This is an optimization exercise on Yosys and OpenROAD, whose aim is small area, not a production implementation.
The RTL was checked by simulation tests, not by an equivalence proof against the original design.
The clock port is modelled as an ideal driver, which makes a skipped or thinned clock tree look cheaper than it is; a real chip needs a root buffer or a tree.
No activity file was given, so power comes from the tool's default toggle rates.

Setup of run Z:
==> flow/design.v <==
module lcd_driver(line1, line2, clk, rst, lcd_rs, lcd_w, lcd_e, data);
  input  [127:0] line1;
  input  [127:0] line2;
  input  clk;
  input  rst;
  output lcd_rs, lcd_w, lcd_e;
  output [3:0] data;
  reg [8:0] tmr;
  reg [1:0] ph;
  reg [1:0] sec;
  reg [3:0] c;
  reg       h;
  reg [3:0] dreg;
  wire tick = tmr[0] & ~tmr[1] & tmr[2] & ~tmr[3] & ~tmr[4] & ~tmr[5] &
              ~tmr[6] & ~tmr[7] & tmr[8];
  wire clr  = rst | tick;
  wire done = (&sec) & (&c) & h;
  wire adv  = tick & ~ph[1] & ~ph[0] & ~done;     
  wire p1_n = ~ph[1] & ph[0];                      
  wire p0_n = ~ph[1] & (ph[0] | ~done);            
  wire       c15   = &c;
  wire       inc_c = adv & h & ~(c15 & ~sec[1] & sec[0]);
  wire       inc_s = adv & h & c15;
  wire       h_d   = rst | (h ^ adv);
  wire [3:0] c_inc = {c[3] ^ (inc_c & c[2] & c[1] & c[0]),
                      c[2] ^ (inc_c & c[1] & c[0]),
                      c[1] ^ (inc_c & c[0]),
                      c[0] ^ inc_c};
  wire [3:0] c_d   = rst ? 4'd8 : c_inc;
  wire [1:0] sec_d = rst ? 2'd0 : {sec[1] ^ (inc_s & sec[0]), sec[0] ^ inc_s};
  wire [4:0] k = {c_d, h_d};
  wire [7:0] rown_a, rown_b, coln;
  reg  [7:0] coln_r;
  integer q;
  always @* begin
    for (q = 0; q < 8; q = q + 1)
      coln_r[q] = ~(sec_d[0] & ({sec_d[1], k[4:3]} == q));
  end
  assign coln = coln_r;
  lcd_rowdec u_rowdec_a (.k(k[2:0]), .kn(~k[2:0]), .rown(rown_a));
  lcd_rowdec u_rowdec_b (.k(k[2:0]), .kn(~k[2:0]), .rown(rown_b));
  wire [3:0] nib, cmask;
  genvar gj, gc, gr;
  generate
    for (gj = 0; gj < 4; gj = gj + 1) begin : bit_g
      wire [7:0] y;
      for (gc = 0; gc < 8; gc = gc + 1) begin : col_g
        wire [7:0] d;
        for (gr = 0; gr < 8; gr = gr + 1) begin : row_g
          if (gc >= 4)
            assign d[gr] = line2[(31 - ((gc % 4) * 8 + gr)) * 4 + gj];
          else
            assign d[gr] = line1[(31 - ((gc % 4) * 8 + gr)) * 4 + gj];
        end
        lcd_and8 u_row (.sn(gj < 2 ? rown_a : rown_b), .d(d), .y(y[gc]));
      end
      lcd_and8g u_col (.sn(coln), .d(y), .g(cmask[gj]), .y(nib[gj]));
    end
  endgenerate
  wire x = sec_d[1];
  wire [2:0] cc = c_d[2:0];
  wire hh = h_d;
  wire [3:0] cnib;
  assign cnib[0] = (~cc[2] & ~cc[0] & ~hh) | (~cc[2] & ~cc[1] & cc[0]) |
                   (cc[2] & cc[1] & ~cc[0] & hh);
  assign cnib[1] = (~cc[2] & ~hh) | (cc[2] & ~cc[1] & ~cc[0] & hh) |
                   (~cc[2] & cc[1] & ~cc[0]) | (~cc[2] & ~cc[1] & cc[0]);
  assign cnib[2] = (x & ~hh) | (cc[2] & ~cc[1] & hh);
  assign cnib[3] = (cc[2] & ~cc[1] & cc[0] & hh) | (cc[2] & cc[1] & cc[0] & ~hh) |
                   (~cc[2] & cc[1] & cc[0] & hh);
  assign cmask = cnib | {4{sec_d[0]}};
  always @(posedge clk) begin
    tmr  <= {~({8{clr}} | tmr[7:0]), ~clr & (tmr[3] ^ tmr[8])};
    if (rst)       ph <= 2'b10;
    else if (tick) ph <= {p1_n, p0_n};
    h    <= h_d;
    c    <= c_d;
    sec  <= sec_d;
    dreg <= nib;
  end
  assign lcd_rs = sec[0];
  assign lcd_w  = 1'b0;
  assign lcd_e  = ph[1] & ph[0];
  assign data   = dreg;
endmodule
module lcd_and8(sn, d, y);
  input  [7:0] sn;
  input  [7:0] d;
  output y;
  wire [3:0] z;
  lcd_oai22 u0 (.a0(d[0]), .s0(sn[0]), .a1(d[1]), .s1(sn[1]), .y(z[0]));
  lcd_oai22 u1 (.a0(d[2]), .s0(sn[2]), .a1(d[3]), .s1(sn[3]), .y(z[1]));
  lcd_oai22 u2 (.a0(d[4]), .s0(sn[4]), .a1(d[5]), .s1(sn[5]), .y(z[2]));
  lcd_oai22 u3 (.a0(d[6]), .s0(sn[6]), .a1(d[7]), .s1(sn[7]), .y(z[3]));
  lcd_nor4  u4 (.a(z), .y(y));
endmodule
module lcd_and8g(sn, d, g, y);
  input  [7:0] sn;
  input  [7:0] d;
  input  g;
  output y;
  wire [3:0] z;
  lcd_oai22  u0 (.a0(d[0]), .s0(sn[0]), .a1(d[1]), .s1(sn[1]), .y(z[0]));
  lcd_oai22  u1 (.a0(d[2]), .s0(sn[2]), .a1(d[3]), .s1(sn[3]), .y(z[1]));
  lcd_oai22  u2 (.a0(d[4]), .s0(sn[4]), .a1(d[5]), .s1(sn[5]), .y(z[2]));
  lcd_oai221 u3 (.a0(d[6]), .s0(sn[6]), .a1(d[7]), .s1(sn[7]), .g(g), .y(z[3]));
  lcd_nor4   u4 (.a(z), .y(y));
endmodule
module lcd_oai221(a0, s0, a1, s1, g, y);
  input a0, s0, a1, s1, g;
  output y;
  assign y = ~((a0 | s0) & (a1 | s1) & g);
endmodule
module lcd_oai22(a0, s0, a1, s1, y);
  input a0, s0, a1, s1;
  output y;
  assign y = ~((a0 | s0) & (a1 | s1));
endmodule
module lcd_nor4(a, y);
  input [3:0] a;
  output y;
  assign y = ~|a;
endmodule
module lcd_rowdec(k, kn, rown);
  input  [2:0] k, kn;
  output [7:0] rown;
  genvar i;
  generate
    for (i = 0; i < 8; i = i + 1) begin : r_g
      assign rown[i] = ~((i & 1 ? k[0] : kn[0]) & (i & 2 ? k[1] : kn[1]) &
                         (i & 4 ? k[2] : kn[2]));
    end
  endgenerate
endmodule
clock: 10.0 ns
lec_check: 0
cap_margin: 20
core_margin: 2
core_utilization: 40
slew_margin: 20
synth_hierarchical: 1
standard.sh (not shown) runs the stock make flow with config.mk's settings and CLKGATE_MAP_FILE= SYNTH_SCRIPT=/design/flow/synth_recipe.tcl, a recipe that flattens the netlist after the stock synthesis.
==> flow/flow/run.sh <==
#!/bin/bash
# Standard ORFS layout (standard.sh), except:
#  - synthesis maps with several area-oriented ABC scripts and keeps the
#    smallest result (flow/synth.tcl, flow/abc_*.script);
#  - the port buffers use the smallest buffer cell, sky130_fd_sc_hd__buf_1;
#  - the clock tree is one sky130_fd_sc_hd__buf_12 driving every register
#    clock pin (flow/cts.tcl, run by ORFS's cts step in place of its
#    clock_tree_synthesis).
set -euo pipefail
here=$(pwd)
AREA_ABC_SCRIPTS=""
for s in $here/flow/abc_*.script; do AREA_ABC_SCRIPTS="$AREA_ABC_SCRIPTS $s"; done
export AREA_ABC_SCRIPTS
export BUFFER_PORTS_ARGS="-buffer_cell sky130_fd_sc_hd__buf_1"
export PRE_CTS_TCL=$here/flow/cts.tcl
export FLOW_CLOCK_PORT=clk FLOW_CLOCK_BUF=sky130_fd_sc_hd__buf_12 FLOW_CLOCK_NBUF=1
bash standard.sh SYNTH_SCRIPT=$here/flow/synth.tcl finish > orfs_make.log 2>&1
==> flow/flow/cts.tcl <==
# Clock tree for a small design: FLOW_CLOCK_NBUF clock buffers driven by the
# clock port, each driving the clock pins of one group of registers (grouped
# by x position) from the centre of its group.
proc clock_tree_synthesis {args} {
  set block [ord::get_db_block]
  set db [ord::get_db]
  set clk_net [[$block findBTerm $::env(FLOW_CLOCK_PORT)] getNet]
  set master [$db findMaster $::env(FLOW_CLOCK_BUF)]
  set nbuf $::env(FLOW_CLOCK_NBUF)
  set sinks {}
  foreach it [$clk_net getITerms] {
    set bb [[$it getInst] getBBox]
    lappend sinks [list [expr {([$bb xMin] + [$bb xMax]) / 2}] [expr {([$bb yMin] + [$bb yMax]) / 2}] $it]
  }
  set sinks [lsort -integer -index 0 $sinks]
  set n [llength $sinks]
  for {set b 0} {$b < $nbuf} {incr b} {
    set lo [expr {$b * $n / $nbuf}]
    set hi [expr {($b + 1) * $n / $nbuf - 1}]
    set inst [odb::dbInst_create $block $master clkbuf_${b}_clk]
    set net [odb::dbNet_create $block clknet_${b}_clk]
    $net setSigType CLOCK
    set sx 0; set sy 0; set m 0
    foreach s [lrange $sinks $lo $hi] {
      lassign $s x y it
      set sx [expr {$sx + $x}]; set sy [expr {$sy + $y}]; incr m
      $it disconnect
      $it connect $net
    }
    [$inst findITerm A] connect $clk_net
    [$inst findITerm X] connect $net
    $inst setLocation [expr {$sx / $m}] [expr {$sy / $m}]
    $inst setPlacementStatus PLACED
    puts "clock buffer [$master getName] drives $m clock pins"
  }
  global_connect
  set_propagated_clock [all_clocks]
}
Other scripts of this flow, unchanged in this note and not shown: flow/flow/abc_P1.script, flow/flow/abc_P2.script, flow/flow/abc_P3.script, flow/flow/abc_P4.script, flow/flow/abc_P5.script, flow/flow/abc_P6.script, flow/flow/abc_P7.script, flow/flow/abc_P8.script, flow/flow/synth.tcl
diff inputs: run Z => run P
==> flow/flow/run.sh <==
#!/bin/bash
# Standard ORFS layout (standard.sh), except:
#  - synthesis maps with several area-oriented ABC scripts and keeps the
#    smallest result (flow/synth.tcl, flow/abc_*.script);
#  - the port buffers use the smallest buffer cell, sky130_fd_sc_hd__buf_1;
#  - clock tree synthesis inserts no dummy loads.
set -euo pipefail
here=$(pwd)
AREA_ABC_SCRIPTS=""
for s in $here/flow/abc_*.script; do AREA_ABC_SCRIPTS="$AREA_ABC_SCRIPTS $s"; done
export AREA_ABC_SCRIPTS
export BUFFER_PORTS_ARGS="-buffer_cell sky130_fd_sc_hd__buf_1"
export CTS_ARGS="-sink_clustering_enable -repair_clock_nets -dont_use_dummy_load -buf_list {sky130_fd_sc_hd__clkbuf_2 sky130_fd_sc_hd__clkbuf_4 sky130_fd_sc_hd__clkbuf_8}"
bash standard.sh SYNTH_SCRIPT=$here/flow/synth.tcl finish > orfs_make.log 2>&1
removed: flow/flow/cts.tcl
==> notes.md <==
Compared with run Z, run P shows final cell count that has gone up slightly.
[compare] base=run Z new=run P: total power +about 7.5%; clock share of power +5.6 points.
On run P: clock transition at the registers of the reported paths is 0.02 ns lower than what run Z gave.
Row share of the final layout cell area in multi-input gates: run P lower / run Z higher
Per the comparison of run P with run Z, synthesis-to-layout area growth went up by 1.0 points; clock power moved up; sequential share of layout area essentially unchanged.
Share of the cycle needed by the critical path after routing | run P below run Z
In run Z the design's own scripts or RTL, not TritonCTS, make the clock network.

========
JK:
Another version of the RTL of lcd_driver (not shown whole).
For scale: about 300 cells after synthesis, ~270 I/O pins, about 2100 sq um of cells after synthesis.
==> flow/config.mk <==
export PLATFORM = sky130hd
export DESIGN_NAME = lcd_driver
export DESIGN_NICKNAME = lcd_driver
export VERILOG_FILES = /design/flow/design.v
export SDC_FILE = /design/flow/constraint.sdc
export NUM_CORES = 4
export LEC_CHECK = 0
export CAP_MARGIN = 20
export CORE_MARGIN = 2
export CORE_UTILIZATION = 30
export SLEW_MARGIN = 20
export SYNTH_HIERARCHICAL = 1
==> flow/constraint.sdc <==
create_clock -name core_clock -period 10.0 [get_ports {clk}]
set_input_delay 2.0000 -clock core_clock [delete_from_list [all_inputs] [get_ports {clk}]]
set_output_delay 2.0000 -clock core_clock [all_outputs]
set_load 0.01 [all_outputs]
==> flow/flow/run.sh <==
#!/bin/bash
# Standard ORFS layout (standard.sh), except:
#  - synthesis maps with several area-oriented ABC scripts and keeps the
#    smallest result (flow/synth.tcl, flow/abc_*.script);
#  - the port buffers, and synthesis's buffers on nets that drive an output
#    port, use the smallest buffer cell, sky130_fd_sc_hd__buf_1;
#  - the clock tree is one sky130_fd_sc_hd__buf_12 driving every register
#    clock pin (flow/cts.tcl, run by ORFS's cts step in place of its
#    clock_tree_synthesis).
set -euo pipefail
here=$(pwd)
AREA_ABC_SCRIPTS=""
for s in $here/flow/abc_*.script; do AREA_ABC_SCRIPTS="$AREA_ABC_SCRIPTS $s"; done
export AREA_ABC_SCRIPTS
export BUFFER_PORTS_ARGS="-buffer_cell sky130_fd_sc_hd__buf_1"
export PRE_CTS_TCL=$here/flow/cts.tcl
export FLOW_CLOCK_PORT=clk FLOW_CLOCK_BUF=sky130_fd_sc_hd__buf_12 FLOW_CLOCK_NBUF=1
bash standard.sh SYNTH_SCRIPT=$here/flow/synth.tcl "MIN_BUF_CELL_AND_PORTS=sky130_fd_sc_hd__buf_1 A X" finish > orfs_make.log 2>&1
==> flow/flow/cts.tcl <==
# Clock tree for a small design: FLOW_CLOCK_NBUF clock buffers driven by the
# clock port, each driving the clock pins of one group of registers (grouped
# by x position) from the centre of its group.
proc clock_tree_synthesis {args} {
  set block [ord::get_db_block]
  set db [ord::get_db]
  set clk_net [[$block findBTerm $::env(FLOW_CLOCK_PORT)] getNet]
  set master [$db findMaster $::env(FLOW_CLOCK_BUF)]
  set nbuf $::env(FLOW_CLOCK_NBUF)
  set sinks {}
  foreach it [$clk_net getITerms] {
    set bb [[$it getInst] getBBox]
    lappend sinks [list [expr {([$bb xMin] + [$bb xMax]) / 2}] [expr {([$bb yMin] + [$bb yMax]) / 2}] $it]
  }
  set sinks [lsort -integer -index 0 $sinks]
  set n [llength $sinks]
  for {set b 0} {$b < $nbuf} {incr b} {
    set lo [expr {$b * $n / $nbuf}]
    set hi [expr {($b + 1) * $n / $nbuf - 1}]
    set inst [odb::dbInst_create $block $master clkbuf_${b}_clk]
    set net [odb::dbNet_create $block clknet_${b}_clk]
    $net setSigType CLOCK
    set sx 0; set sy 0; set m 0
    foreach s [lrange $sinks $lo $hi] {
      lassign $s x y it
      set sx [expr {$sx + $x}]; set sy [expr {$sy + $y}]; incr m
      $it disconnect
      $it connect $net
    }
    [$inst findITerm A] connect $clk_net
    [$inst findITerm X] connect $net
    $inst setLocation [expr {$sx / $m}] [expr {$sy / $m}]
    $inst setPlacementStatus PLACED
    puts "clock buffer [$master getName] drives $m clock pins"
  }
  global_connect
  set_propagated_clock [all_clocks]
}
Other scripts of this flow, unchanged in this note and not shown: flow/flow/abc_P1.script, flow/flow/abc_P2.script, flow/flow/abc_P3.script, flow/flow/abc_P4.script, flow/flow/abc_P5.script, flow/flow/abc_P6.script, flow/flow/abc_P7.script, flow/flow/abc_P8.script, flow/flow/abc_Q1.script, flow/flow/abc_Q5.script, flow/flow/abc_Q7.script, flow/flow/synth.tcl
#### Input delta (MS over JK)
-- flow/flow/run.sh --
<<< JK, line 7
#  - the clock tree is one sky130_fd_sc_hd__buf_12 driving every register
>>> MS, line 7
#  - the clock tree is one sky130_fd_sc_hd__buf_8 driving every register
<<< JK, line 17
export FLOW_CLOCK_PORT=clk FLOW_CLOCK_BUF=sky130_fd_sc_hd__buf_12 FLOW_CLOCK_NBUF=1
>>> MS, line 17
export FLOW_CLOCK_PORT=clk FLOW_CLOCK_BUF=sky130_fd_sc_hd__buf_8 FLOW_CLOCK_NBUF=1
There was hardly any difference in final cell utilization of the core between JK and MS.
MS: hold slack is 0.0046 ns higher than what JK reported.
Against JK, MS comes in 0.03 ns higher on clock transition at the registers of the reported paths.
Any difference in final non-filler cell area between MS and JK is small enough to ignore.
Worst setup slack: MS better than JK
Setup changes, MS to AL
-- flow/flow/run.sh --
<<< MS, line 5
#  - the port buffers, and synthesis's buffers on nets that drive an output
#    port, use the smallest buffer cell, sky130_fd_sc_hd__buf_1;
#  - the clock tree is one sky130_fd_sc_hd__buf_8 driving every register
>>> AL, line 5
#  - the port buffers use the smallest buffer cell, sky130_fd_sc_hd__buf_1;
#  - the clock tree is one sky130_fd_sc_hd__buf_12 driving every register
<<< MS, line 17
export FLOW_CLOCK_PORT=clk FLOW_CLOCK_BUF=sky130_fd_sc_hd__buf_8 FLOW_CLOCK_NBUF=1
bash standard.sh SYNTH_SCRIPT=$here/flow/synth.tcl "MIN_BUF_CELL_AND_PORTS=sky130_fd_sc_hd__buf_1 A X" finish > orfs_make.log 2>&1
>>> AL, line 16
export FLOW_CLOCK_PORT=clk FLOW_CLOCK_BUF=sky130_fd_sc_hd__buf_12 FLOW_CLOCK_NBUF=1
bash standard.sh SYNTH_SCRIPT=$here/flow/synth.tcl finish > orfs_make.log 2>&1
-- flow/config.mk --
<<< MS, line 11
>>> AL, line 11
export GPL_TIMING_DRIVEN = 0
--- outcome ---
AL vs MS — first-pass GRT wire length dropped 2.1%. Cell-internal power: AL > MS. Diff MS -> AL: worst-case setup margin in the final layout has decreased; met3 demand-to-capacity share in global routing saw a decrease; switching power went down 2.8 uW; post-layout total power moved up; antenna diode count +3. MS and AL ended up with nearly the same mean instance size in the synthesized netlist.
No run of this note takes its clock network from TritonCTS; it comes from the design's own scripts or RTL.

==> what the ideal ports hide <==
The flow's constraints put no driver on any port. The routed layouts listed below were extracted and timed again, unchanged, in two steps. Step 1 (the two cells are an assumption about what drives the block):
set clk [get_ports {clk}]
set_driving_cell -lib_cell sky130_fd_sc_hd__clkbuf_16 $clk
set_driving_cell -lib_cell sky130_fd_sc_hd__buf_2 [delete_from_list [all_inputs] $clk]
Step 2 moves the port delays by t, midway between the first and last clock arrival at a register: inputs arrive t later, outputs are due t later. That takes back most of the time a late clock gives input paths. Slacks: no drivers / after step 1 / after step 2; pairs: no drivers / after step 1.
run | t (ns) | setup WS [ns] | worst setup path at the end
run Z | 0.163 | 4.428 / 4.428 / 4.428 | register to register
run P | 0.293 | 4.484 / 4.484 / 4.481 | input to register
JK | 0.158 | 5.106 / 5.109 / 4.951 | input to register
MS | 0.172 | 5.128 / 5.128 / 4.956 | input to register
AL | 0.153 | 4.826 / 4.834 / 4.681 | input to register
After both steps setup and hold are still met in every run listed. For MS, which loses most, drivers alone change the setup slack by 0.000 ns; drivers and shift together by -0.172 ns.
